Context: an optimization exercise on an open-source flow, tuned for small area and a short achievable clock period. The choices shown serve that exercise and are no tape-out recipe.
No functional check of the RTL was part of any run shown here.

<file path="design.v">
module MAC #(parameter ABIT = 16, BBIT = 16, EBIT = 8)
(
	i_clk,
	i_a, i_b, i_loadVal,
	i_load, i_add, i_useMul,
	o_result
);
	input i_clk, i_load, i_add, i_useMul;
	input signed [15:0] i_a;
	input signed [15:0] i_b;
	input signed [39:0] i_loadVal;
	output signed [39:0] o_result;
  reg [39:0] S;
  reg [30:0] C;   
  wire one1;
  wire two2;
  wire neg3;
  wire pp4;
  wire pp5;
  wire pp6;
  wire pp7;
  wire pp8;
  wire pp9;
  wire pp10;
  wire pp11;
  wire pp12;
  wire pp13;
  wire pp14;
  wire pp15;
  wire pp16;
  wire pp17;
  wire pp18;
  wire pp19;
  wire pp20;
  wire one21;
  wire two22;
  wire neg23;
  wire pp24;
  wire pp25;
  wire pp26;
  wire pp27;
  wire pp28;
  wire pp29;
  wire pp30;
  wire pp31;
  wire pp32;
  wire pp33;
  wire pp34;
  wire pp35;
  wire pp36;
  wire pp37;
  wire pp38;
  wire pp39;
  wire pp40;
  wire one41;
  wire two42;
  wire neg43;
  wire pp44;
  wire pp45;
  wire pp46;
  wire pp47;
  wire pp48;
  wire pp49;
  wire pp50;
  wire pp51;
  wire pp52;
  wire pp53;
  wire pp54;
  wire pp55;
  wire pp56;
  wire pp57;
  wire pp58;
  wire pp59;
  wire pp60;
  wire one61;
  wire two62;
  wire neg63;
  wire pp64;
  wire pp65;
  wire pp66;
  wire pp67;
  wire pp68;
  wire pp69;
  wire pp70;
  wire pp71;
  wire pp72;
  wire pp73;
  wire pp74;
  wire pp75;
  wire pp76;
  wire pp77;
  wire pp78;
  wire pp79;
  wire pp80;
  wire one81;
  wire two82;
  wire neg83;
  wire pp84;
  wire pp85;
  wire pp86;
  wire pp87;
  wire pp88;
  wire pp89;
  wire pp90;
  wire pp91;
  wire pp92;
  wire pp93;
  wire pp94;
  wire pp95;
  wire pp96;
  wire pp97;
  wire pp98;
  wire pp99;
  wire pp100;
  wire one101;
  wire two102;
  wire neg103;
  wire pp104;
  wire pp105;
  wire pp106;
  wire pp107;
  wire pp108;
  wire pp109;
  wire pp110;
  wire pp111;
  wire pp112;
  wire pp113;
  wire pp114;
  wire pp115;
  wire pp116;
  wire pp117;
  wire pp118;
  wire pp119;
  wire pp120;
  wire one121;
  wire two122;
  wire neg123;
  wire pp124;
  wire pp125;
  wire pp126;
  wire pp127;
  wire pp128;
  wire pp129;
  wire pp130;
  wire pp131;
  wire pp132;
  wire pp133;
  wire pp134;
  wire pp135;
  wire pp136;
  wire pp137;
  wire pp138;
  wire pp139;
  wire pp140;
  wire one141;
  wire two142;
  wire neg143;
  wire pp144;
  wire pp145;
  wire pp146;
  wire pp147;
  wire pp148;
  wire pp149;
  wire pp150;
  wire pp151;
  wire pp152;
  wire pp153;
  wire pp154;
  wire pp155;
  wire pp156;
  wire pp157;
  wire pp158;
  wire pp159;
  wire pp160;
  wire base161;
  wire base162;
  wire base163;
  wire base164;
  wire base165;
  wire base166;
  wire base167;
  wire base168;
  wire base169;
  wire base170;
  wire base171;
  wire base172;
  wire base173;
  wire base174;
  wire base175;
  wire base176;
  wire base177;
  wire base178;
  wire base179;
  wire base180;
  wire base181;
  wire base182;
  wire base183;
  wire base184;
  wire base185;
  wire base186;
  wire base187;
  wire base188;
  wire base189;
  wire base190;
  wire base191;
  wire base192;
  wire base193;
  wire base194;
  wire base195;
  wire base196;
  wire base197;
  wire base198;
  wire base199;
  wire base200;
  wire n201;
  wire n202;
  wire n203;
  wire n204;
  wire n205;
  wire n206;
  wire n207;
  wire n208;
  wire n209;
  wire n210;
  wire n211;
  wire n212;
  wire n213;
  wire n214;
  wire n215;
  wire n216;
  wire n217;
  wire n218;
  wire n219;
  wire n220;
  wire n221;
  wire n222;
  wire n223;
  wire n224;
  wire n225;
  wire n226;
  wire n227;
  wire n228;
  wire n229;
  wire n230;
  wire n231;
  wire n232;
  wire n233;
  wire n234;
  wire n235;
  wire n236;
  wire n237;
  wire n238;
  wire n239;
  wire n240;
  wire n241;
  wire n242;
  wire n243;
  wire n244;
  wire n245;
  wire n246;
  wire n247;
  wire n248;
  wire n249;
  wire n250;
  wire n251;
  wire n252;
  wire n253;
  wire n254;
  wire n255;
  wire n256;
  wire n257;
  wire n258;
  wire n259;
  wire n260;
  wire n261;
  wire n262;
  wire n263;
  wire n264;
  wire n265;
  wire n266;
  wire n267;
  wire n268;
  wire n269;
  wire n270;
  wire n271;
  wire n272;
  wire n273;
  wire n274;
  wire n275;
  wire n276;
  wire n277;
  wire n278;
  wire n279;
  wire n280;
  wire n281;
  wire n282;
  wire n283;
  wire n284;
  wire n285;
  wire n286;
  wire n287;
  wire n288;
  wire n289;
  wire n290;
  wire n291;
  wire n292;
  wire n293;
  wire n294;
  wire n295;
  wire n296;
  wire n297;
  wire n298;
  wire n299;
  wire n300;
  wire n301;
  wire n302;
  wire n303;
  wire n304;
  wire n305;
  wire n306;
  wire n307;
  wire n308;
  wire n309;
  wire n310;
  wire n311;
  wire n312;
  wire n313;
  wire n314;
  wire n315;
  wire n316;
  wire n317;
  wire n318;
  wire n319;
  wire n320;
  wire n321;
  wire n322;
  wire n323;
  wire n324;
  wire n325;
  wire n326;
  wire n327;
  wire n328;
  wire n329;
  wire n330;
  wire n331;
  wire n332;
  wire n333;
  wire n334;
  wire n335;
  wire n336;
  wire n337;
  wire n338;
  wire n339;
  wire n340;
  wire n341;
  wire n342;
  wire n343;
  wire n344;
  wire n345;
  wire n346;
  wire n347;
  wire n348;
  wire n349;
  wire n350;
  wire n351;
  wire n352;
  wire n353;
  wire n354;
  wire n355;
  wire n356;
  wire n357;
  wire n358;
  wire n359;
  wire n360;
  wire n361;
  wire n362;
  wire n363;
  wire n364;
  wire n365;
  wire n366;
  wire n367;
  wire n368;
  wire n369;
  wire n370;
  wire n371;
  wire n372;
  wire n373;
  wire n374;
  wire n375;
  wire n376;
  wire n377;
  wire n378;
  wire n379;
  wire n380;
  wire n381;
  wire n382;
  wire n383;
  wire n384;
  wire n385;
  wire n386;
  wire n387;
  wire n388;
  wire n389;
  wire n390;
  wire n391;
  wire n392;
  wire n393;
  wire n394;
  wire n395;
  wire n396;
  wire n397;
  wire n398;
  wire n399;
  wire n400;
  wire n401;
  wire n402;
  wire n403;
  wire n404;
  wire n405;
  wire n406;
  wire n407;
  wire n408;
  wire n409;
  wire n410;
  wire n411;
  wire n412;
  wire n413;
  wire n414;
  wire n415;
  wire n416;
  wire n417;
  wire n418;
  wire n419;
  wire n420;
  wire n421;
  wire n422;
  wire n423;
  wire n424;
  wire n425;
  wire n426;
  wire n427;
  wire n428;
  wire n429;
  wire n430;
  wire n431;
  wire n432;
  wire n433;
  wire n434;
  wire n435;
  wire n436;
  wire n437;
  wire n438;
  wire n439;
  wire n440;
  wire n441;
  wire n442;
  wire n443;
  wire n444;
  wire n445;
  wire n446;
  wire n447;
  wire n448;
  wire n449;
  wire n450;
  wire n451;
  wire n452;
  wire n453;
  wire n454;
  wire n455;
  wire n456;
  wire n457;
  wire n458;
  wire n459;
  wire n460;
  wire n461;
  wire n462;
  wire n463;
  wire n464;
  wire n465;
  wire n466;
  wire n467;
  wire n468;
  wire n469;
  wire n470;
  wire n471;
  wire n472;
  wire n473;
  wire n474;
  wire n475;
  wire n476;
  wire n477;
  wire n478;
  wire n479;
  wire n480;
  wire n481;
  wire n482;
  wire n483;
  wire n484;
  wire n485;
  wire n486;
  wire n487;
  wire n488;
  wire n489;
  wire n490;
  wire n491;
  wire n492;
  wire n493;
  wire n494;
  wire n495;
  wire n496;
  wire n497;
  wire n498;
  wire n499;
  wire n500;
  wire n501;
  wire n502;
  wire n503;
  wire n504;
  assign one1 = i_useMul & i_b[0];
  assign two2 = i_useMul & i_b[1] & ~i_b[0];
  assign neg3 = i_b[1] ^ ~i_add;
  assign pp4 = (one1 & i_a[0]) ^ neg3;
  assign pp5 = ((one1 & i_a[1]) | (two2 & i_a[0])) ^ neg3;
  assign pp6 = ((one1 & i_a[2]) | (two2 & i_a[1])) ^ neg3;
  assign pp7 = ((one1 & i_a[3]) | (two2 & i_a[2])) ^ neg3;
  assign pp8 = ((one1 & i_a[4]) | (two2 & i_a[3])) ^ neg3;
  assign pp9 = ((one1 & i_a[5]) | (two2 & i_a[4])) ^ neg3;
  assign pp10 = ((one1 & i_a[6]) | (two2 & i_a[5])) ^ neg3;
  assign pp11 = ((one1 & i_a[7]) | (two2 & i_a[6])) ^ neg3;
  assign pp12 = ((one1 & i_a[8]) | (two2 & i_a[7])) ^ neg3;
  assign pp13 = ((one1 & i_a[9]) | (two2 & i_a[8])) ^ neg3;
  assign pp14 = ((one1 & i_a[10]) | (two2 & i_a[9])) ^ neg3;
  assign pp15 = ((one1 & i_a[11]) | (two2 & i_a[10])) ^ neg3;
  assign pp16 = ((one1 & i_a[12]) | (two2 & i_a[11])) ^ neg3;
  assign pp17 = ((one1 & i_a[13]) | (two2 & i_a[12])) ^ neg3;
  assign pp18 = ((one1 & i_a[14]) | (two2 & i_a[13])) ^ neg3;
  assign pp19 = ((one1 & i_a[15]) | (two2 & i_a[14])) ^ neg3;
  assign pp20 = ~(((one1 & i_a[15]) | (two2 & i_a[15])) ^ neg3);
  assign one21 = i_useMul & (i_b[2] ^ i_b[1]);
  assign two22 = i_useMul & ((i_b[3] & ~i_b[2] & ~i_b[1]) | (~i_b[3] & i_b[2] & i_b[1]));
  assign neg23 = i_b[3] ^ ~i_add;
  assign pp24 = (one21 & i_a[0]) ^ neg23;
  assign pp25 = ((one21 & i_a[1]) | (two22 & i_a[0])) ^ neg23;
  assign pp26 = ((one21 & i_a[2]) | (two22 & i_a[1])) ^ neg23;
  assign pp27 = ((one21 & i_a[3]) | (two22 & i_a[2])) ^ neg23;
  assign pp28 = ((one21 & i_a[4]) | (two22 & i_a[3])) ^ neg23;
  assign pp29 = ((one21 & i_a[5]) | (two22 & i_a[4])) ^ neg23;
  assign pp30 = ((one21 & i_a[6]) | (two22 & i_a[5])) ^ neg23;
  assign pp31 = ((one21 & i_a[7]) | (two22 & i_a[6])) ^ neg23;
  assign pp32 = ((one21 & i_a[8]) | (two22 & i_a[7])) ^ neg23;
  assign pp33 = ((one21 & i_a[9]) | (two22 & i_a[8])) ^ neg23;
  assign pp34 = ((one21 & i_a[10]) | (two22 & i_a[9])) ^ neg23;
  assign pp35 = ((one21 & i_a[11]) | (two22 & i_a[10])) ^ neg23;
  assign pp36 = ((one21 & i_a[12]) | (two22 & i_a[11])) ^ neg23;
  assign pp37 = ((one21 & i_a[13]) | (two22 & i_a[12])) ^ neg23;
  assign pp38 = ((one21 & i_a[14]) | (two22 & i_a[13])) ^ neg23;
  assign pp39 = ((one21 & i_a[15]) | (two22 & i_a[14])) ^ neg23;
  assign pp40 = ~(((one21 & i_a[15]) | (two22 & i_a[15])) ^ neg23);
  assign one41 = i_useMul & (i_b[4] ^ i_b[3]);
  assign two42 = i_useMul & ((i_b[5] & ~i_b[4] & ~i_b[3]) | (~i_b[5] & i_b[4] & i_b[3]));
  assign neg43 = i_b[5] ^ ~i_add;
  assign pp44 = (one41 & i_a[0]) ^ neg43;
  assign pp45 = ((one41 & i_a[1]) | (two42 & i_a[0])) ^ neg43;
  assign pp46 = ((one41 & i_a[2]) | (two42 & i_a[1])) ^ neg43;
  assign pp47 = ((one41 & i_a[3]) | (two42 & i_a[2])) ^ neg43;
  assign pp48 = ((one41 & i_a[4]) | (two42 & i_a[3])) ^ neg43;
  assign pp49 = ((one41 & i_a[5]) | (two42 & i_a[4])) ^ neg43;
  assign pp50 = ((one41 & i_a[6]) | (two42 & i_a[5])) ^ neg43;
  assign pp51 = ((one41 & i_a[7]) | (two42 & i_a[6])) ^ neg43;
  assign pp52 = ((one41 & i_a[8]) | (two42 & i_a[7])) ^ neg43;
  assign pp53 = ((one41 & i_a[9]) | (two42 & i_a[8])) ^ neg43;
  assign pp54 = ((one41 & i_a[10]) | (two42 & i_a[9])) ^ neg43;
  assign pp55 = ((one41 & i_a[11]) | (two42 & i_a[10])) ^ neg43;
  assign pp56 = ((one41 & i_a[12]) | (two42 & i_a[11])) ^ neg43;
  assign pp57 = ((one41 & i_a[13]) | (two42 & i_a[12])) ^ neg43;
  assign pp58 = ((one41 & i_a[14]) | (two42 & i_a[13])) ^ neg43;
  assign pp59 = ((one41 & i_a[15]) | (two42 & i_a[14])) ^ neg43;
  assign pp60 = ~(((one41 & i_a[15]) | (two42 & i_a[15])) ^ neg43);
  assign one61 = i_useMul & (i_b[6] ^ i_b[5]);
  assign two62 = i_useMul & ((i_b[7] & ~i_b[6] & ~i_b[5]) | (~i_b[7] & i_b[6] & i_b[5]));
  assign neg63 = i_b[7] ^ ~i_add;
  assign pp64 = (one61 & i_a[0]) ^ neg63;
  assign pp65 = ((one61 & i_a[1]) | (two62 & i_a[0])) ^ neg63;
  assign pp66 = ((one61 & i_a[2]) | (two62 & i_a[1])) ^ neg63;
  assign pp67 = ((one61 & i_a[3]) | (two62 & i_a[2])) ^ neg63;
  assign pp68 = ((one61 & i_a[4]) | (two62 & i_a[3])) ^ neg63;
  assign pp69 = ((one61 & i_a[5]) | (two62 & i_a[4])) ^ neg63;
  assign pp70 = ((one61 & i_a[6]) | (two62 & i_a[5])) ^ neg63;
  assign pp71 = ((one61 & i_a[7]) | (two62 & i_a[6])) ^ neg63;
  assign pp72 = ((one61 & i_a[8]) | (two62 & i_a[7])) ^ neg63;
  assign pp73 = ((one61 & i_a[9]) | (two62 & i_a[8])) ^ neg63;
  assign pp74 = ((one61 & i_a[10]) | (two62 & i_a[9])) ^ neg63;
  assign pp75 = ((one61 & i_a[11]) | (two62 & i_a[10])) ^ neg63;
  assign pp76 = ((one61 & i_a[12]) | (two62 & i_a[11])) ^ neg63;
  assign pp77 = ((one61 & i_a[13]) | (two62 & i_a[12])) ^ neg63;
  assign pp78 = ((one61 & i_a[14]) | (two62 & i_a[13])) ^ neg63;
  assign pp79 = ((one61 & i_a[15]) | (two62 & i_a[14])) ^ neg63;
  assign pp80 = ~(((one61 & i_a[15]) | (two62 & i_a[15])) ^ neg63);
  assign one81 = i_useMul & (i_b[8] ^ i_b[7]);
  assign two82 = i_useMul & ((i_b[9] & ~i_b[8] & ~i_b[7]) | (~i_b[9] & i_b[8] & i_b[7]));
  assign neg83 = i_b[9] ^ ~i_add;
  assign pp84 = (one81 & i_a[0]) ^ neg83;
  assign pp85 = ((one81 & i_a[1]) | (two82 & i_a[0])) ^ neg83;
  assign pp86 = ((one81 & i_a[2]) | (two82 & i_a[1])) ^ neg83;
  assign pp87 = ((one81 & i_a[3]) | (two82 & i_a[2])) ^ neg83;
  assign pp88 = ((one81 & i_a[4]) | (two82 & i_a[3])) ^ neg83;
  assign pp89 = ((one81 & i_a[5]) | (two82 & i_a[4])) ^ neg83;
  assign pp90 = ((one81 & i_a[6]) | (two82 & i_a[5])) ^ neg83;
  assign pp91 = ((one81 & i_a[7]) | (two82 & i_a[6])) ^ neg83;
  assign pp92 = ((one81 & i_a[8]) | (two82 & i_a[7])) ^ neg83;
  assign pp93 = ((one81 & i_a[9]) | (two82 & i_a[8])) ^ neg83;
  assign pp94 = ((one81 & i_a[10]) | (two82 & i_a[9])) ^ neg83;
  assign pp95 = ((one81 & i_a[11]) | (two82 & i_a[10])) ^ neg83;
  assign pp96 = ((one81 & i_a[12]) | (two82 & i_a[11])) ^ neg83;
  assign pp97 = ((one81 & i_a[13]) | (two82 & i_a[12])) ^ neg83;
  assign pp98 = ((one81 & i_a[14]) | (two82 & i_a[13])) ^ neg83;
  assign pp99 = ((one81 & i_a[15]) | (two82 & i_a[14])) ^ neg83;
  assign pp100 = ~(((one81 & i_a[15]) | (two82 & i_a[15])) ^ neg83);
  assign one101 = i_useMul & (i_b[10] ^ i_b[9]);
  assign two102 = i_useMul & ((i_b[11] & ~i_b[10] & ~i_b[9]) | (~i_b[11] & i_b[10] & i_b[9]));
  assign neg103 = i_b[11] ^ ~i_add;
  assign pp104 = (one101 & i_a[0]) ^ neg103;
  assign pp105 = ((one101 & i_a[1]) | (two102 & i_a[0])) ^ neg103;
  assign pp106 = ((one101 & i_a[2]) | (two102 & i_a[1])) ^ neg103;
  assign pp107 = ((one101 & i_a[3]) | (two102 & i_a[2])) ^ neg103;
  assign pp108 = ((one101 & i_a[4]) | (two102 & i_a[3])) ^ neg103;
  assign pp109 = ((one101 & i_a[5]) | (two102 & i_a[4])) ^ neg103;
  assign pp110 = ((one101 & i_a[6]) | (two102 & i_a[5])) ^ neg103;
  assign pp111 = ((one101 & i_a[7]) | (two102 & i_a[6])) ^ neg103;
  assign pp112 = ((one101 & i_a[8]) | (two102 & i_a[7])) ^ neg103;
  assign pp113 = ((one101 & i_a[9]) | (two102 & i_a[8])) ^ neg103;
  assign pp114 = ((one101 & i_a[10]) | (two102 & i_a[9])) ^ neg103;
  assign pp115 = ((one101 & i_a[11]) | (two102 & i_a[10])) ^ neg103;
  assign pp116 = ((one101 & i_a[12]) | (two102 & i_a[11])) ^ neg103;
  assign pp117 = ((one101 & i_a[13]) | (two102 & i_a[12])) ^ neg103;
  assign pp118 = ((one101 & i_a[14]) | (two102 & i_a[13])) ^ neg103;
  assign pp119 = ((one101 & i_a[15]) | (two102 & i_a[14])) ^ neg103;
  assign pp120 = ~(((one101 & i_a[15]) | (two102 & i_a[15])) ^ neg103);
  assign one121 = i_useMul & (i_b[12] ^ i_b[11]);
  assign two122 = i_useMul & ((i_b[13] & ~i_b[12] & ~i_b[11]) | (~i_b[13] & i_b[12] & i_b[11]));
  assign neg123 = i_b[13] ^ ~i_add;
  assign pp124 = (one121 & i_a[0]) ^ neg123;
  assign pp125 = ((one121 & i_a[1]) | (two122 & i_a[0])) ^ neg123;
  assign pp126 = ((one121 & i_a[2]) | (two122 & i_a[1])) ^ neg123;
  assign pp127 = ((one121 & i_a[3]) | (two122 & i_a[2])) ^ neg123;
  assign pp128 = ((one121 & i_a[4]) | (two122 & i_a[3])) ^ neg123;
  assign pp129 = ((one121 & i_a[5]) | (two122 & i_a[4])) ^ neg123;
  assign pp130 = ((one121 & i_a[6]) | (two122 & i_a[5])) ^ neg123;
  assign pp131 = ((one121 & i_a[7]) | (two122 & i_a[6])) ^ neg123;
  assign pp132 = ((one121 & i_a[8]) | (two122 & i_a[7])) ^ neg123;
  assign pp133 = ((one121 & i_a[9]) | (two122 & i_a[8])) ^ neg123;
  assign pp134 = ((one121 & i_a[10]) | (two122 & i_a[9])) ^ neg123;
  assign pp135 = ((one121 & i_a[11]) | (two122 & i_a[10])) ^ neg123;
  assign pp136 = ((one121 & i_a[12]) | (two122 & i_a[11])) ^ neg123;
  assign pp137 = ((one121 & i_a[13]) | (two122 & i_a[12])) ^ neg123;
  assign pp138 = ((one121 & i_a[14]) | (two122 & i_a[13])) ^ neg123;
  assign pp139 = ((one121 & i_a[15]) | (two122 & i_a[14])) ^ neg123;
  assign pp140 = ~(((one121 & i_a[15]) | (two122 & i_a[15])) ^ neg123);
  assign one141 = i_useMul & (i_b[14] ^ i_b[13]);
  assign two142 = i_useMul & ((i_b[15] & ~i_b[14] & ~i_b[13]) | (~i_b[15] & i_b[14] & i_b[13]));
  assign neg143 = i_b[15] ^ ~i_add;
  assign pp144 = (one141 & i_a[0]) ^ neg143;
  assign pp145 = ((one141 & i_a[1]) | (two142 & i_a[0])) ^ neg143;
  assign pp146 = ((one141 & i_a[2]) | (two142 & i_a[1])) ^ neg143;
  assign pp147 = ((one141 & i_a[3]) | (two142 & i_a[2])) ^ neg143;
  assign pp148 = ((one141 & i_a[4]) | (two142 & i_a[3])) ^ neg143;
  assign pp149 = ((one141 & i_a[5]) | (two142 & i_a[4])) ^ neg143;
  assign pp150 = ((one141 & i_a[6]) | (two142 & i_a[5])) ^ neg143;
  assign pp151 = ((one141 & i_a[7]) | (two142 & i_a[6])) ^ neg143;
  assign pp152 = ((one141 & i_a[8]) | (two142 & i_a[7])) ^ neg143;
  assign pp153 = ((one141 & i_a[9]) | (two142 & i_a[8])) ^ neg143;
  assign pp154 = ((one141 & i_a[10]) | (two142 & i_a[9])) ^ neg143;
  assign pp155 = ((one141 & i_a[11]) | (two142 & i_a[10])) ^ neg143;
  assign pp156 = ((one141 & i_a[12]) | (two142 & i_a[11])) ^ neg143;
  assign pp157 = ((one141 & i_a[13]) | (two142 & i_a[12])) ^ neg143;
  assign pp158 = ((one141 & i_a[14]) | (two142 & i_a[13])) ^ neg143;
  assign pp159 = ((one141 & i_a[15]) | (two142 & i_a[14])) ^ neg143;
  assign pp160 = ~(((one141 & i_a[15]) | (two142 & i_a[15])) ^ neg143);
  assign base161 = i_load ? i_loadVal[0] : o_result[0];
  assign base162 = i_load ? i_loadVal[1] : o_result[1];
  assign base163 = i_load ? i_loadVal[2] : o_result[2];
  assign base164 = i_load ? i_loadVal[3] : o_result[3];
  assign base165 = i_load ? i_loadVal[4] : o_result[4];
  assign base166 = i_load ? i_loadVal[5] : o_result[5];
  assign base167 = i_load ? i_loadVal[6] : o_result[6];
  assign base168 = i_load ? i_loadVal[7] : o_result[7];
  assign base169 = i_load ? i_loadVal[8] : o_result[8];
  assign base170 = i_load ? i_loadVal[9] : o_result[9];
  assign base171 = i_load ? i_loadVal[10] : o_result[10];
  assign base172 = i_load ? i_loadVal[11] : o_result[11];
  assign base173 = i_load ? i_loadVal[12] : o_result[12];
  assign base174 = i_load ? i_loadVal[13] : o_result[13];
  assign base175 = i_load ? i_loadVal[14] : o_result[14];
  assign base176 = i_load ? i_loadVal[15] : o_result[15];
  assign base177 = i_load ? i_loadVal[16] : o_result[16];
  assign base178 = i_load ? i_loadVal[17] : o_result[17];
  assign base179 = i_load ? i_loadVal[18] : o_result[18];
  assign base180 = i_load ? i_loadVal[19] : o_result[19];
  assign base181 = i_load ? i_loadVal[20] : o_result[20];
  assign base182 = i_load ? i_loadVal[21] : o_result[21];
  assign base183 = i_load ? i_loadVal[22] : o_result[22];
  assign base184 = i_load ? i_loadVal[23] : o_result[23];
  assign base185 = i_load ? i_loadVal[24] : o_result[24];
  assign base186 = i_load ? i_loadVal[25] : o_result[25];
  assign base187 = i_load ? i_loadVal[26] : o_result[26];
  assign base188 = i_load ? i_loadVal[27] : o_result[27];
  assign base189 = i_load ? i_loadVal[28] : o_result[28];
  assign base190 = i_load ? i_loadVal[29] : o_result[29];
  assign base191 = i_load ? i_loadVal[30] : o_result[30];
  assign base192 = i_load ? i_loadVal[31] : o_result[31];
  assign base193 = i_load ? i_loadVal[32] : o_result[32];
  assign base194 = i_load ? i_loadVal[33] : o_result[33];
  assign base195 = i_load ? i_loadVal[34] : o_result[34];
  assign base196 = i_load ? i_loadVal[35] : o_result[35];
  assign base197 = i_load ? i_loadVal[36] : o_result[36];
  assign base198 = i_load ? i_loadVal[37] : o_result[37];
  assign base199 = i_load ? i_loadVal[38] : o_result[38];
  assign base200 = i_load ? i_loadVal[39] : o_result[39];
  assign n201 = base161 ^ neg3;
  assign n202 = base161 & neg3;
  assign n203 = base162 ^ n202;
  assign n204 = base162 & n202;
  assign n205 = base163 ^ neg23 ^ pp6;
  assign n206 = (base163 & neg23) | (base163 & pp6) | (neg23 & pp6);
  assign n207 = pp24 ^ n204;
  assign n208 = pp24 & n204;
  assign n209 = base164 ^ pp7 ^ pp25;
  assign n210 = (base164 & pp7) | (base164 & pp25) | (pp7 & pp25);
  assign n211 = n208 ^ n206;
  assign n212 = n208 & n206;
  assign n213 = base165 ^ neg43 ^ pp8;
  assign n214 = (base165 & neg43) | (base165 & pp8) | (neg43 & pp8);
  assign n215 = pp26 ^ pp44 ^ n210;
  assign n216 = (pp26 & pp44) | (pp26 & n210) | (pp44 & n210);
  assign n217 = n213 ^ n212;
  assign n218 = n213 & n212;
  assign n219 = base166 ^ pp9 ^ pp27;
  assign n220 = (base166 & pp9) | (base166 & pp27) | (pp9 & pp27);
  assign n221 = pp45 ^ n214 ^ n219;
  assign n222 = (pp45 & n214) | (pp45 & n219) | (n214 & n219);
  assign n223 = n216 ^ n218;
  assign n224 = n216 & n218;
  assign n225 = base167 ^ neg63 ^ pp10;
  assign n226 = (base167 & neg63) | (base167 & pp10) | (neg63 & pp10);
  assign n227 = pp28 ^ pp46 ^ pp64;
  assign n228 = (pp28 & pp46) | (pp28 & pp64) | (pp46 & pp64);
  assign n229 = n220 ^ n225 ^ n227;
  assign n230 = (n220 & n225) | (n220 & n227) | (n225 & n227);
  assign n231 = n222 ^ n229;
  assign n232 = n222 & n229;
  assign n233 = base168 ^ pp11 ^ pp29;
  assign n234 = (base168 & pp11) | (base168 & pp29) | (pp11 & pp29);
  assign n235 = pp47 ^ pp65 ^ n226;
  assign n236 = (pp47 & pp65) | (pp47 & n226) | (pp65 & n226);
  assign n237 = n228 ^ n233 ^ n235;
  assign n238 = (n228 & n233) | (n228 & n235) | (n233 & n235);
  assign n239 = n230 ^ n232;
  assign n240 = n230 & n232;
  assign n241 = base169 ^ neg83 ^ pp12;
  assign n242 = (base169 & neg83) | (base169 & pp12) | (neg83 & pp12);
  assign n243 = pp30 ^ pp48 ^ pp66;
  assign n244 = (pp30 & pp48) | (pp30 & pp66) | (pp48 & pp66);
  assign n245 = pp84 ^ n234 ^ n241;
  assign n246 = (pp84 & n234) | (pp84 & n241) | (n234 & n241);
  assign n247 = n243 ^ n236 ^ n245;
  assign n248 = (n243 & n236) | (n243 & n245) | (n236 & n245);
  assign n249 = n238 ^ n240;
  assign n250 = n238 & n240;
  assign n251 = base170 ^ pp13 ^ pp31;
  assign n252 = (base170 & pp13) | (base170 & pp31) | (pp13 & pp31);
  assign n253 = pp49 ^ pp67 ^ pp85;
  assign n254 = (pp49 & pp67) | (pp49 & pp85) | (pp67 & pp85);
  assign n255 = n242 ^ n244 ^ n251;
  assign n256 = (n242 & n244) | (n242 & n251) | (n244 & n251);
  assign n257 = n253 ^ n246 ^ n255;
  assign n258 = (n253 & n246) | (n253 & n255) | (n246 & n255);
  assign n259 = n248 ^ n257;
  assign n260 = n248 & n257;
  assign n261 = base171 ^ neg103 ^ pp14;
  assign n262 = (base171 & neg103) | (base171 & pp14) | (neg103 & pp14);
  assign n263 = pp32 ^ pp50 ^ pp68;
  assign n264 = (pp32 & pp50) | (pp32 & pp68) | (pp50 & pp68);
  assign n265 = pp86 ^ pp104 ^ n252;
  assign n266 = (pp86 & pp104) | (pp86 & n252) | (pp104 & n252);
  assign n267 = n254 ^ n261 ^ n263;
  assign n268 = (n254 & n261) | (n254 & n263) | (n261 & n263);
  assign n269 = n265 ^ n256 ^ n267;
  assign n270 = (n265 & n256) | (n265 & n267) | (n256 & n267);
  assign n271 = n258 ^ n269;
  assign n272 = n258 & n269;
  assign n273 = base172 ^ pp15 ^ pp33;
  assign n274 = (base172 & pp15) | (base172 & pp33) | (pp15 & pp33);
  assign n275 = pp51 ^ pp69 ^ pp87;
  assign n276 = (pp51 & pp69) | (pp51 & pp87) | (pp69 & pp87);
  assign n277 = pp105 ^ n262 ^ n264;
  assign n278 = (pp105 & n262) | (pp105 & n264) | (n262 & n264);
  assign n279 = n273 ^ n275 ^ n266;
  assign n280 = (n273 & n275) | (n273 & n266) | (n275 & n266);
  assign n281 = n277 ^ n268 ^ n279;
  assign n282 = (n277 & n268) | (n277 & n279) | (n268 & n279);
  assign n283 = n270 ^ n272;
  assign n284 = n270 & n272;
  assign n285 = base173 ^ neg123 ^ pp16;
  assign n286 = (base173 & neg123) | (base173 & pp16) | (neg123 & pp16);
  assign n287 = pp34 ^ pp52 ^ pp70;
  assign n288 = (pp34 & pp52) | (pp34 & pp70) | (pp52 & pp70);
  assign n289 = pp88 ^ pp106 ^ pp124;
  assign n290 = (pp88 & pp106) | (pp88 & pp124) | (pp106 & pp124);
  assign n291 = n274 ^ n276 ^ n285;
  assign n292 = (n274 & n276) | (n274 & n285) | (n276 & n285);
  assign n293 = n287 ^ n289 ^ n278;
  assign n294 = (n287 & n289) | (n287 & n278) | (n289 & n278);
  assign n295 = n291 ^ n280 ^ n293;
  assign n296 = (n291 & n280) | (n291 & n293) | (n280 & n293);
  assign n297 = n282 ^ n295;
  assign n298 = n282 & n295;
  assign n299 = base174 ^ pp17 ^ pp35;
  assign n300 = (base174 & pp17) | (base174 & pp35) | (pp17 & pp35);
  assign n301 = pp53 ^ pp71 ^ pp89;
  assign n302 = (pp53 & pp71) | (pp53 & pp89) | (pp71 & pp89);
  assign n303 = pp107 ^ pp125 ^ n286;
  assign n304 = (pp107 & pp125) | (pp107 & n286) | (pp125 & n286);
  assign n305 = n288 ^ n290 ^ n299;
  assign n306 = (n288 & n290) | (n288 & n299) | (n290 & n299);
  assign n307 = n301 ^ n303 ^ n292;
  assign n308 = (n301 & n303) | (n301 & n292) | (n303 & n292);
  assign n309 = n305 ^ n294 ^ n307;
  assign n310 = (n305 & n294) | (n305 & n307) | (n294 & n307);
  assign n311 = n296 ^ n309;
  assign n312 = n296 & n309;
  assign n313 = base175 ^ neg143 ^ pp18;
  assign n314 = (base175 & neg143) | (base175 & pp18) | (neg143 & pp18);
  assign n315 = pp36 ^ pp54 ^ pp72;
  assign n316 = (pp36 & pp54) | (pp36 & pp72) | (pp54 & pp72);
  assign n317 = pp90 ^ pp108 ^ pp126;
  assign n318 = (pp90 & pp108) | (pp90 & pp126) | (pp108 & pp126);
  assign n319 = pp144 ^ n300 ^ n302;
  assign n320 = (pp144 & n300) | (pp144 & n302) | (n300 & n302);
  assign n321 = n313 ^ n315 ^ n317;
  assign n322 = (n313 & n315) | (n313 & n317) | (n315 & n317);
  assign n323 = n304 ^ n319 ^ n306;
  assign n324 = (n304 & n319) | (n304 & n306) | (n319 & n306);
  assign n325 = n321 ^ n308 ^ n323;
  assign n326 = (n321 & n308) | (n321 & n323) | (n308 & n323);
  assign n327 = n310 ^ n325;
  assign n328 = n310 & n325;
  assign n329 = base176 ^ pp19 ^ pp37;
  assign n330 = (base176 & pp19) | (base176 & pp37) | (pp19 & pp37);
  assign n331 = pp55 ^ pp73 ^ pp91;
  assign n332 = (pp55 & pp73) | (pp55 & pp91) | (pp73 & pp91);
  assign n333 = pp109 ^ pp127 ^ pp145;
  assign n334 = (pp109 & pp127) | (pp109 & pp145) | (pp127 & pp145);
  assign n335 = n314 ^ n316 ^ n318;
  assign n336 = (n314 & n316) | (n314 & n318) | (n316 & n318);
  assign n337 = n329 ^ n331 ^ n333;
  assign n338 = (n329 & n331) | (n329 & n333) | (n331 & n333);
  assign n339 = n320 ^ n335 ^ n322;
  assign n340 = (n320 & n335) | (n320 & n322) | (n335 & n322);
  assign n341 = n337 ^ n324 ^ n339;
  assign n342 = (n337 & n324) | (n337 & n339) | (n324 & n339);
  assign n343 = n326 ^ n341;
  assign n344 = n326 & n341;
  assign n345 = ~(base177 ^ pp20);
  assign n346 = base177 | pp20;
  assign n347 = pp38 ^ pp56 ^ pp74;
  assign n348 = (pp38 & pp56) | (pp38 & pp74) | (pp56 & pp74);
  assign n349 = pp92 ^ pp110 ^ pp128;
  assign n350 = (pp92 & pp110) | (pp92 & pp128) | (pp110 & pp128);
  assign n351 = pp146 ^ n345 ^ n330;
  assign n352 = (pp146 & n345) | (pp146 & n330) | (n345 & n330);
  assign n353 = n332 ^ n334 ^ n347;
  assign n354 = (n332 & n334) | (n332 & n347) | (n334 & n347);
  assign n355 = n349 ^ n336 ^ n351;
  assign n356 = (n349 & n336) | (n349 & n351) | (n336 & n351);
  assign n357 = n338 ^ n353 ^ n340;
  assign n358 = (n338 & n353) | (n338 & n340) | (n353 & n340);
  assign n359 = n355 ^ n342 ^ n357;
  assign n360 = (n355 & n342) | (n355 & n357) | (n342 & n357);
  assign n361 = ~(base178 ^ pp39);
  assign n362 = base178 | pp39;
  assign n363 = pp57 ^ pp75 ^ pp93;
  assign n364 = (pp57 & pp75) | (pp57 & pp93) | (pp75 & pp93);
  assign n365 = pp111 ^ pp129 ^ pp147;
  assign n366 = (pp111 & pp129) | (pp111 & pp147) | (pp129 & pp147);
  assign n367 = n346 ^ n361 ^ n348;
  assign n368 = (n346 & n361) | (n346 & n348) | (n361 & n348);
  assign n369 = n350 ^ n363 ^ n365;
  assign n370 = (n350 & n363) | (n350 & n365) | (n363 & n365);
  assign n371 = n352 ^ n367 ^ n354;
  assign n372 = (n352 & n367) | (n352 & n354) | (n367 & n354);
  assign n373 = n369 ^ n356 ^ n371;
  assign n374 = (n369 & n356) | (n369 & n371) | (n356 & n371);
  assign n375 = n358 ^ n373;
  assign n376 = n358 & n373;
  assign n377 = base179 ^ pp40 ^ pp58;
  assign n378 = (base179 & pp40) | (base179 & pp58) | (pp40 & pp58);
  assign n379 = pp76 ^ pp94 ^ pp112;
  assign n380 = (pp76 & pp94) | (pp76 & pp112) | (pp94 & pp112);
  assign n381 = pp130 ^ pp148 ^ n362;
  assign n382 = (pp130 & pp148) | (pp130 & n362) | (pp148 & n362);
  assign n383 = n364 ^ n366 ^ n377;
  assign n384 = (n364 & n366) | (n364 & n377) | (n366 & n377);
  assign n385 = n379 ^ n381 ^ n368;
  assign n386 = (n379 & n381) | (n379 & n368) | (n381 & n368);
  assign n387 = n370 ^ n383 ^ n385;
  assign n388 = (n370 & n383) | (n370 & n385) | (n383 & n385);
  assign n389 = n372 ^ n387 ^ n374;
  assign n390 = (n372 & n387) | (n372 & n374) | (n387 & n374);
  assign n391 = ~(base180 ^ pp59);
  assign n392 = base180 | pp59;
  assign n393 = pp77 ^ pp95 ^ pp113;
  assign n394 = (pp77 & pp95) | (pp77 & pp113) | (pp95 & pp113);
  assign n395 = pp131 ^ pp149 ^ n391;
  assign n396 = (pp131 & pp149) | (pp131 & n391) | (pp149 & n391);
  assign n397 = n378 ^ n380 ^ n393;
  assign n398 = (n378 & n380) | (n378 & n393) | (n380 & n393);
  assign n399 = n382 ^ n395 ^ n384;
  assign n400 = (n382 & n395) | (n382 & n384) | (n395 & n384);
  assign n401 = n397 ^ n386 ^ n399;
  assign n402 = (n397 & n386) | (n397 & n399) | (n386 & n399);
  assign n403 = n388 ^ n401;
  assign n404 = n388 & n401;
  assign n405 = base181 ^ pp60 ^ pp78;
  assign n406 = (base181 & pp60) | (base181 & pp78) | (pp60 & pp78);
  assign n407 = pp96 ^ pp114 ^ pp132;
  assign n408 = (pp96 & pp114) | (pp96 & pp132) | (pp114 & pp132);
  assign n409 = pp150 ^ n392 ^ n394;
  assign n410 = (pp150 & n392) | (pp150 & n394) | (n392 & n394);
  assign n411 = n405 ^ n407 ^ n396;
  assign n412 = (n405 & n407) | (n405 & n396) | (n407 & n396);
  assign n413 = n409 ^ n398 ^ n411;
  assign n414 = (n409 & n398) | (n409 & n411) | (n398 & n411);
  assign n415 = n400 ^ n413 ^ n402;
  assign n416 = (n400 & n413) | (n400 & n402) | (n413 & n402);
  assign n417 = ~(base182 ^ pp79);
  assign n418 = base182 | pp79;
  assign n419 = pp97 ^ pp115 ^ pp133;
  assign n420 = (pp97 & pp115) | (pp97 & pp133) | (pp115 & pp133);
  assign n421 = pp151 ^ n417 ^ n406;
  assign n422 = (pp151 & n417) | (pp151 & n406) | (n417 & n406);
  assign n423 = n408 ^ n419 ^ n410;
  assign n424 = (n408 & n419) | (n408 & n410) | (n419 & n410);
  assign n425 = n421 ^ n412 ^ n423;
  assign n426 = (n421 & n412) | (n421 & n423) | (n412 & n423);
  assign n427 = n414 ^ n425;
  assign n428 = n414 & n425;
  assign n429 = base183 ^ pp80 ^ pp98;
  assign n430 = (base183 & pp80) | (base183 & pp98) | (pp80 & pp98);
  assign n431 = pp116 ^ pp134 ^ pp152;
  assign n432 = (pp116 & pp134) | (pp116 & pp152) | (pp134 & pp152);
  assign n433 = n418 ^ n420 ^ n429;
  assign n434 = (n418 & n420) | (n418 & n429) | (n420 & n429);
  assign n435 = n431 ^ n422 ^ n433;
  assign n436 = (n431 & n422) | (n431 & n433) | (n422 & n433);
  assign n437 = n424 ^ n435 ^ n426;
  assign n438 = (n424 & n435) | (n424 & n426) | (n435 & n426);
  assign n439 = ~(base184 ^ pp99);
  assign n440 = base184 | pp99;
  assign n441 = pp117 ^ pp135 ^ pp153;
  assign n442 = (pp117 & pp135) | (pp117 & pp153) | (pp135 & pp153);
  assign n443 = n439 ^ n430 ^ n432;
  assign n444 = (n439 & n430) | (n439 & n432) | (n430 & n432);
  assign n445 = n441 ^ n443 ^ n434;
  assign n446 = (n441 & n443) | (n441 & n434) | (n443 & n434);
  assign n447 = n436 ^ n445;
  assign n448 = n436 & n445;
  assign n449 = base185 ^ pp100 ^ pp118;
  assign n450 = (base185 & pp100) | (base185 & pp118) | (pp100 & pp118);
  assign n451 = pp136 ^ pp154 ^ n440;
  assign n452 = (pp136 & pp154) | (pp136 & n440) | (pp154 & n440);
  assign n453 = n442 ^ n449 ^ n451;
  assign n454 = (n442 & n449) | (n442 & n451) | (n449 & n451);
  assign n455 = n444 ^ n453 ^ n446;
  assign n456 = (n444 & n453) | (n444 & n446) | (n453 & n446);
  assign n457 = ~(base186 ^ pp119);
  assign n458 = base186 | pp119;
  assign n459 = pp137 ^ pp155 ^ n457;
  assign n460 = (pp137 & pp155) | (pp137 & n457) | (pp155 & n457);
  assign n461 = n450 ^ n452 ^ n459;
  assign n462 = (n450 & n452) | (n450 & n459) | (n452 & n459);
  assign n463 = n454 ^ n461;
  assign n464 = n454 & n461;
  assign n465 = base187 ^ pp120 ^ pp138;
  assign n466 = (base187 & pp120) | (base187 & pp138) | (pp120 & pp138);
  assign n467 = pp156 ^ n458 ^ n465;
  assign n468 = (pp156 & n458) | (pp156 & n465) | (n458 & n465);
  assign n469 = n460 ^ n467 ^ n462;
  assign n470 = (n460 & n467) | (n460 & n462) | (n467 & n462);
  assign n471 = ~(base188 ^ pp139);
  assign n472 = base188 | pp139;
  assign n473 = pp157 ^ n471 ^ n466;
  assign n474 = (pp157 & n471) | (pp157 & n466) | (n471 & n466);
  assign n475 = n473 ^ n468;
  assign n476 = n473 & n468;
  assign n477 = base189 ^ pp140 ^ pp158;
  assign n478 = (base189 & pp140) | (base189 & pp158) | (pp140 & pp158);
  assign n479 = n472 ^ n477 ^ n474;
  assign n480 = (n472 & n477) | (n472 & n474) | (n477 & n474);
  assign n481 = ~(base190 ^ pp159);
  assign n482 = base190 | pp159;
  assign n483 = n481 ^ n478;
  assign n484 = n481 & n478;
  assign n485 = base191 ^ pp160 ^ n482;
  assign n486 = (base191 & pp160) | (base191 & n482) | (pp160 & n482);
  assign n487 = ~(base192 ^ n486);
  assign n488 = base192 | n486;
  assign n489 = ~(base193 ^ n488);
  assign n490 = base193 | n488;
  assign n491 = ~(base194 ^ n490);
  assign n492 = base194 | n490;
  assign n493 = ~(base195 ^ n492);
  assign n494 = base195 | n492;
  assign n495 = ~(base196 ^ n494);
  assign n496 = base196 | n494;
  assign n497 = ~(base197 ^ n496);
  assign n498 = base197 | n496;
  assign n499 = ~(base198 ^ n498);
  assign n500 = base198 | n498;
  assign n501 = ~(base199 ^ n500);
  assign n502 = base199 | n500;
  assign n503 = ~(base200 ^ n502);
  assign n504 = base200 | n502;
  assign o_result = S + {1'b0, 1'b0, 1'b0, 1'b0, 1'b0, 1'b0, 1'b0, 1'b0, 1'b0, C[30], C[29], C[28], C[27], C[26], C[25], C[24], C[23], C[22], C[21], C[20], C[19], C[18], C[17], C[16], C[15], C[14], C[13], C[12], C[11], C[10], C[9], C[8], C[7], C[6], C[5], C[4], C[3], C[2], C[1], C[0]};
  always @(posedge i_clk) begin
    S <= {n503, n501, n499, n497, n495, n493, n491, n489, n487, n484, n483, n476, n475, n464, n463, n448, n447, n428, n427, n404, n390, n376, n360, n344, n328, n312, n298, n284, n281, n260, n250, n247, n237, n224, n221, n215, n209, n207, pp5, n201};
    C <= {n485, n480, n479, n470, n469, n456, n455, n438, n437, n416, n415, n403, n389, n375, n359, n343, n327, n311, n297, n283, n271, n259, n249, n239, n231, n223, n217, n211, n205, n203, pp4};
  end
endmodule
</file>
<file path="flow/run.sh">
#!/bin/bash
set -euo pipefail
export BUFFER_PORTS_ARGS="-buffer_cell sky130_fd_sc_hd__buf_2"
export SETUP_SLACK_MARGIN=6.5
bash standard.sh > standard.log 2>&1
</file>
<file path="standard.sh">
#!/bin/bash
# synth_recipe.tcl (not shown) runs the flow's synth.tcl, then flattens the netlist and writes it again
# the make line also repeats each setting of config.mk as NAME=value (left out here)
make -C /OpenROAD-flow-scripts/flow DESIGN_CONFIG=/design/flow/config.mk WORK_HOME=/design/flow/orfs CLKGATE_MAP_FILE= SYNTH_SCRIPT=/design/flow/synth_recipe.tcl "${@:-finish}"
</file>
<file path="config.mk">
export PLATFORM = sky130hd
export DESIGN_NAME = MAC
export DESIGN_NICKNAME = MAC
export VERILOG_FILES = /design/flow/design.v
export SDC_FILE = /design/flow/constraint.sdc
export NUM_CORES = 4
export LEC_CHECK = 0
export CAP_MARGIN = 20
export CORE_MARGIN = 2
export CORE_UTILIZATION = 60
export SLEW_MARGIN = 20
</file>
<file path="constraint.sdc">
create_clock -name core_clock -period 12.0 [get_ports {i_clk}]
set_input_delay 2.4000 -clock core_clock [delete_from_list [all_inputs] [get_ports {i_clk}]]
set_output_delay 2.4000 -clock core_clock [all_outputs]
set_load 0.01 [all_outputs]
</file>
==> results of run 1 <==
flip-flops by register name (all words and copies together), names as in the netlist:
register  cells
S            40
C            31
logic make-up after synthesis:
family	share of synthesized area, %
flip-flops	13.6
AO/OA/AOI/OAI	19.6
adder cells (fa/ha/maj)	30.0
buffers and inverters	9.11
XOR/XNOR	15.6
multiplexers	4.01
AND/OR/NAND/NOR	8.08
area by class of cell:
class | instances | area, um2
clock buffer | 11 | 233
clock inverter | 4 | 47.5
fill | 1303 | 4370
inverter | 153 | 588
multi-input combinational | 876 | 8880
sequential | 71 | 1420
tap | 225 | 282
timing repair buffer | 191 | 1350
metrics by stage:
stage | hold WS [ns] | instance area (um2) | setup slack (ns) | utilization, %
6_report | 0.730 | 12800 | 6.49 | 74.5
4_1_cts | 0.733 | 12100 | 6.49 | 70.3
3_3_place_gp | 0.696 | 11300 | 5.45 | 65.6
5_1_grt | 0.768 | 12800 | 6.39 | 74.5
2_1_floorplan | 0.661 | 11100 | 6.17 | -
3_5_place_dp | 0.712 | 11300 | 5.39 | 65.6
cells in the final DEF, fill, tap and decap left out, types with 7 or more instances in the layout:
cell type	netlist	final
o21ai_0	48	45
nand3_1	20	19
ha_1	70	51
and2_4	0	11
xor2_1	62	59
nor2_1	29	27
nand2_1	53	53
fa_1	113	85
a22oi_2	0	24
buf_2	2	100
ha_4	0	11
ha_2	0	8
xnor2_1	124	106
buf_4	0	66
inv_2	2	14
mux2i_1	16	16
mux2_2	23	23
a21o_1	15	15
fa_2	0	28
a21oi_1	45	45
a22oi_1	122	98
buf_6	0	11
nor3_1	9	9
inv_1	151	135
buf_12	0	9
xnor2_2	0	11
xnor2_4	0	7
dfxtp_1	71	69
o21bai_1	7	7
clkbuf_16	0	9
per-layer routing:
layer | global-route usage, % | vias up | share of wire [%]
met5 | 0 | - | 0
met4 | 10.3 | 0 | 2.7
met3 | 9.17 | 71 | 11
met2 | 46.4 | 498 | 43
met1 | 48.1 | 4438 | 44
li1 | - | 4256 | -
critical path, cell delays in order, from the launching register on:
cell,delay [ns]
dfxtp_2,0.33
ha_4,0.16
fa_2,0.39
a211oi_2,0.24
o211ai_1,0.24
a211oi_4,0.28
buf_6,0.15
nor4_4,0.05
o21a_1,0.21
or2_4,0.24
o311ai_2,0.29
buf_2,0.18
worst min path at each step:
stage	endpoint	slack, ns	depth (start not counted)
after floorplan	S[39]	0.66	4
after global placement	S[39]	0.70	4
after detailed placement	S[39]	0.71	4
after CTS	S[39]	0.73	4
after global routing	S[0]	0.77	3
final	S[39]	0.73	4
repair_timing:
action	4_1_cts	5_1_grt
setup buffers	36	38
resized for setup	61	96
gates cloned	0	4
pin swaps	21	45
setup endpoints to repair	61	38
==> results.py, run 1 <==
metrics = {
    "grt": {
        "grt_usage_pct": 32.7,
        "overflow": 0,
        "antenna_found_initial": 0,
        "grt_pass1_wl_um": 46000,
        "grt_pass1_vias": 8438,
        "grt_max_degree": 38,
    },
    "die": {
        "rows": 48,
        "die_area_um2": 18500,
        "die_x_um": 136,
        "pin_count": 116,
        "coreArea_um2": 17200,
        "start_util_pct": 60.9,
        "die_y_um": 136,
    },
    "sta": {
        "skew_ns": 0.00613,
        "post-route-period-util_pct": 45.9,
        "finalSetupTns_ns": 0,
        "period_minus_slack_ns": 5.51,
        "slew_headroom_pct": 54.6,
        "drv_slew": 0,
        "finalSetupViolations": 0,
        "clock.fmax_ghz": 0.181,
        "tightestPinTransition_ns": 0.674,
        "rsz0062_at_grt": "true",
        "final-hold-violation-count": 0,
    },
    "routing": {
        "postRouteAntennaNets": 0,
        "totalWireLength_um": 31200,
        "drc": 0,
        "avgRoutedWirePerCell_um": 20.4,
        "drt_iter0_drc": 912,
        "via_count": 9263,
        "drt-vias-per-instance": 6.05,
        "firstDrtPassIters": 6,
    },
    "logic_synthesis": {
        "syn_nets": 1455,
        "avgSynthCellArea_um2": 8.74,
        "synth-main-ff-cell": "dfxtp_1",
        "synthArstFlopShare_pct": 0,
        "yosysTopAreaCellShare_pct": 21.6,
        "synthTopCellsByCount": "inv_1, xnor2_1, a22oi_1",
        "synth.most_common_cell": "inv_1",
        "synthCells": 1196,
        "netlist_area_um2": 10500,
        "synth_edf_count": 0,
        "yosysUniqueCellTypes": 66,
        "synth_largest_area_cell": "fa_1",
        "yosysWarnings": 1,
        "synth_area_leaders": "fa_1, dfxtp_1, xnor2_1, a22oi_1, ha_1",
        "synth_seq_area_share_pct": 13.6,
        "synth-seq-cells": 71,
    },
    "critical_path": {
        "r2r_slack_ns": 7.01,
        "r2r_cells": 18,
        "cp.arrival_ns": 3.11,
        "critPathRequiredTime_ns": 9.60,
        "r2r-end": "C[20]",
        "start_kind": "register",
        "crit_start": "S[0]",
        "r2r-start": "S[0]",
        "cp_max_fo": 4,
        "crit_type": "register to output port",
        "crit_path_end_kind": "output port",
        "cp-endpoint": "o_result[28]",
    },
    "cts": {
        "clk_pin_slew_worst_paths_ns": 0.06,
        "cts_root_buf": "clkbuf_16",
        "cts_tree": "done",
        "h-tree-depth": 3,
        "cts_buffers": 9,
        "hold_buffers": 0,
        "clock_latency_ns": 0.34,
        "cts.sinks": 71,
        "clockBufferDepth": 2,
    },
    "place": {
        "place_inst": 1438,
        "dpl.hpwl_um": 21800,
        "port_buffers": 115,
        "gp_congestion": 0.908,
    },
    "finish": {
        "n_antenna_cell": 0,
        "area_delta_synth_final_pct": 22.5,
        "fin_nets": 1561,
        "drive_gt1_share_pct": 29.6,
        "finalNonFillerCells": 1531,
    },
    "hold_path": {
        "hold_path.class": "register to register",
        "hp-start": "S[39]",
    },
    "run": {
        "cap_violations": 0,
    },
    "status": {
        "status": "complete, no violations",
    },
}
==> inputs of run 2 (changes only) <==
==> flow/run.sh (replaced) <==
#!/bin/bash
set -euo pipefail
export BUFFER_PORTS_ARGS="-buffer_cell sky130_fd_sc_hd__buf_2"
export SETUP_SLACK_MARGIN=7.0
bash standard.sh > standard.log 2>&1
==> results.py, run 2 <==
metrics = {
    "logic_synthesis": {
        "yosysUniqueCellTypes": 66,
        "netlist_area_um2": 10500,
        "synthTopCellsByCount": "inv_1, xnor2_1, a22oi_1",
        "synth_top_family_by_area": "adder cells",
        "synth_area_leaders": "fa_1, dfxtp_1, xnor2_1, a22oi_1, ha_1",
        "synth_xor_area_share_pct": 15.6,
        "synth_simple_gate_area_share_pct": 8.08,
        "synth_edf_count": 0,
        "synth.most_common_cell": "inv_1",
        "synth_seq_area_share_pct": 13.6,
        "synthMuxAreaShare_pct": 4.01,
        "yosysWarnings": 1,
        "synth-seq-cells": 71,
        "syn_nets": 1455,
        "avgSynthCellArea_um2": 8.74,
        "synth_fa_ha_area_share_pct": 30.0,
        "yosysTopAreaCellShare_pct": 21.6,
        "synthArstFlopShare_pct": 0,
        "synth_largest_area_cell": "fa_1",
        "synth-main-ff-cell": "dfxtp_1",
        "synthCells": 1196,
        "synth-compound-area-share_pct": 19.6,
    },
    "place": {
        "port_buffers": 115,
        "gp_congestion": 0.954,
        "dpl.hpwl_um": 22000,
    },
    "hold_path": {
        "hold_path.class": "register to register",
        "min_delay_path_depth": 4,
    },
    "finish": {
        "regMostFlops": "S",
        "final_cell_mix": "inv_1, buf_4, xnor2_1, buf_2, a22oi_1",
        "largest_reg_flops": 40,
        "fin_util_pct": 84.8,
        "area_delta_synth_final_pct": 39.3,
        "n_antenna_cell": 0,
        "reg.largest.list": "S x40, C x31",
        "fin_nets": 1629,
        "drive_gt1_share_pct": 44.9,
    },
    "grt": {
        "grt_usage_pct": 38.1,
        "grt_max_degree": 38,
        "antenna_found_initial": 0,
        "grt_pass1_vias": 9683,
        "overflow": 0,
        "grt_pass1_wl_um": 53500,
    },
    "sta": {
        "clock.fmax_ghz": 0.180,
        "skew_ns": 0.00938,
        "drv_slew": 0,
        "tightestPinTransition_ns": 0.634,
        "rsz0062_at_grt": "true",
        "finalSetupTns_ns": 0,
        "post-route-period-util_pct": 46.3,
        "final-hold-violation-count": 0,
        "finalSetupViolations": 0,
        "slew_headroom_pct": 57.4,
        "period_minus_slack_ns": 5.56,
    },
    "die": {
        "start_util_pct": 60.9,
        "rows": 48,
        "coreArea_um2": 17200,
        "die_x_um": 136,
        "pin_count": 116,
        "die_y_um": 136,
        "die_area_um2": 18500,
    },
    "critical_path": {
        "r2r_cells": 20,
        "crit_path_end_kind": "output port",
        "crit_start": "C[0]",
        "critPathRequiredTime_ns": 9.60,
        "crit_type": "register to output port",
        "cp_max_fo": 4,
        "cp-endpoint": "o_result[28]",
        "start_kind": "register",
        "r2r-end": "C[20]",
        "cp.arrival_ns": 3.16,
        "r2r_slack_ns": 6.86,
        "r2r-start": "C[0]",
    },
    "cts": {
        "clock_latency_ns": 0.34,
        "cts_tree": "done",
        "cts_root_buf": "clkbuf_16",
        "hold_buffers": 0,
        "clockBufferDepth": 2,
        "cts_buffers": 9,
        "clk_pin_slew_worst_paths_ns": 0.06,
        "cts.sinks": 71,
        "h-tree-depth": 3,
    },
    "routing": {
        "drc": 0,
        "drt_iter0_drc": 1279,
        "avgRoutedWirePerCell_um": 23.9,
        "firstDrtPassIters": 6,
        "via_count": 10300,
        "drt-vias-per-instance": 6.43,
        "totalWireLength_um": 38200,
        "postRouteAntennaNets": 0,
    },
    "status": {
        "status": "complete, no violations",
    },
    "run": {
        "cap_violations": 0,
    },
}
-- run 2: logic make-up (layout without fill, tap and decap cells) --
| family | Yosys count | count (layout) |
|---|---|---|
| AOI/OAI and AO/OA | 297 | 297 |
| buffers and inverters | 253 | 429 |
| xor gates and xnor gates | 186 | 186 |
| adders and majority gates | 183 | 183 |
| and+or+nand+nor | 167 | 170 |
| DFF | 71 | 71 |
| muxes | 39 | 39 |
-- run 2: worst min-delay path by stage --
stage | startpoint | endpoint | slack, ns
CTS | S[0] | S[0] | 0.73
detailed placement | S[0] | S[0] | 0.70
global placement | S[0] | S[0] | 0.70
global route | S[39] | S[39] | 0.80
floorplan | S[39] | S[39] | 0.66
finish | S[39] | S[39] | 0.76
-- run 2: cell type report --
class                      instances  area [um2]
clock buffer                      12         236
sequential                        71        1440
clock inverter                     4        22.5
timing repair buffer             260        2210
inverter                         153         606
multi-input combinational        875        9770
fill                             929        2620
tap                              225         282
-- run 2: what timing repair did --
| item | CTS | global route |
|---|---|---|
| setup buffers | 107 | 34 |
| setup endpoints to repair | 82 | 70 |
| gates cloned | 6 | 0 |
| gates resized for setup | 263 | 117 |
| pin swaps | 133 | 84 |
-- run 2: critical path, stage by stage (launching register included) --
cell and delay (ns):
dfxtp_2 0.34, ha_4 0.18, fa_2 0.39, a211oi_2 0.25, o211ai_1 0.19, a211oi_2 0.26
buf_4 0.19, nor4_4 0.07, o21a_1 0.23, buf_6 0.15, o211ai_1 0.27, o311ai_4 0.14
buf_2 0.16
-- run 2: metal layers --
metal  track usage [%]  vias up  part of all wire (%)
li1                  -     4390                     -
met1              51.9     4911                    39
met5                 0        -                     0
met3              7.83      231                    11
met2              58.8      748                    44
met4              16.3        0                   5.9
-- run 2: metrics by stage --
step | worst slack (ns) | hold slack, ns | instances | area [um2]
final | 6.44 | 0.762 | 1600 | 14600
after global routing | 6.38 | 0.804 | 1600 | 14600
after CTS | 6.51 | 0.734 | 1566 | 13800
after detailed placement | 5.41 | 0.705 | 1437 | 11500
after global placement | 5.50 | 0.700 | 1437 | 11500
after floorplan | 6.17 | 0.661 | 1196 | 11300

## separate check: timing with driven ports
How much do the figures lean on ideal ports? The routed layouts below were timed once more, with nothing changed but the port constraints. Step 1 assumes that a clkbuf_16 drives the clock port and a buf_2 every other input. Step 2 times the ports against the registers' clock, not the clock port: input delays grow and output delays shrink by t, the midpoint of the rising clock arrivals with the driver on. Three values: ideal ports, drivers, drivers and shift; two values: the first two.
run	t (ns)	slack for setup (ns)	clock arrival spread, ns	slew at the worst register clock pin (ns)
run 1	0.381	6.489 / 6.445 / 6.124	0.006 / 0.006	0.06 / 0.06
run 2	0.384	6.443 / 6.399 / 6.041	0.009 / 0.009	0.06 / 0.06
After both steps every run listed still meets setup and hold. For run 2, which loses most, drivers alone change the setup slack by -0.044 ns; drivers and shift together by -0.402 ns.
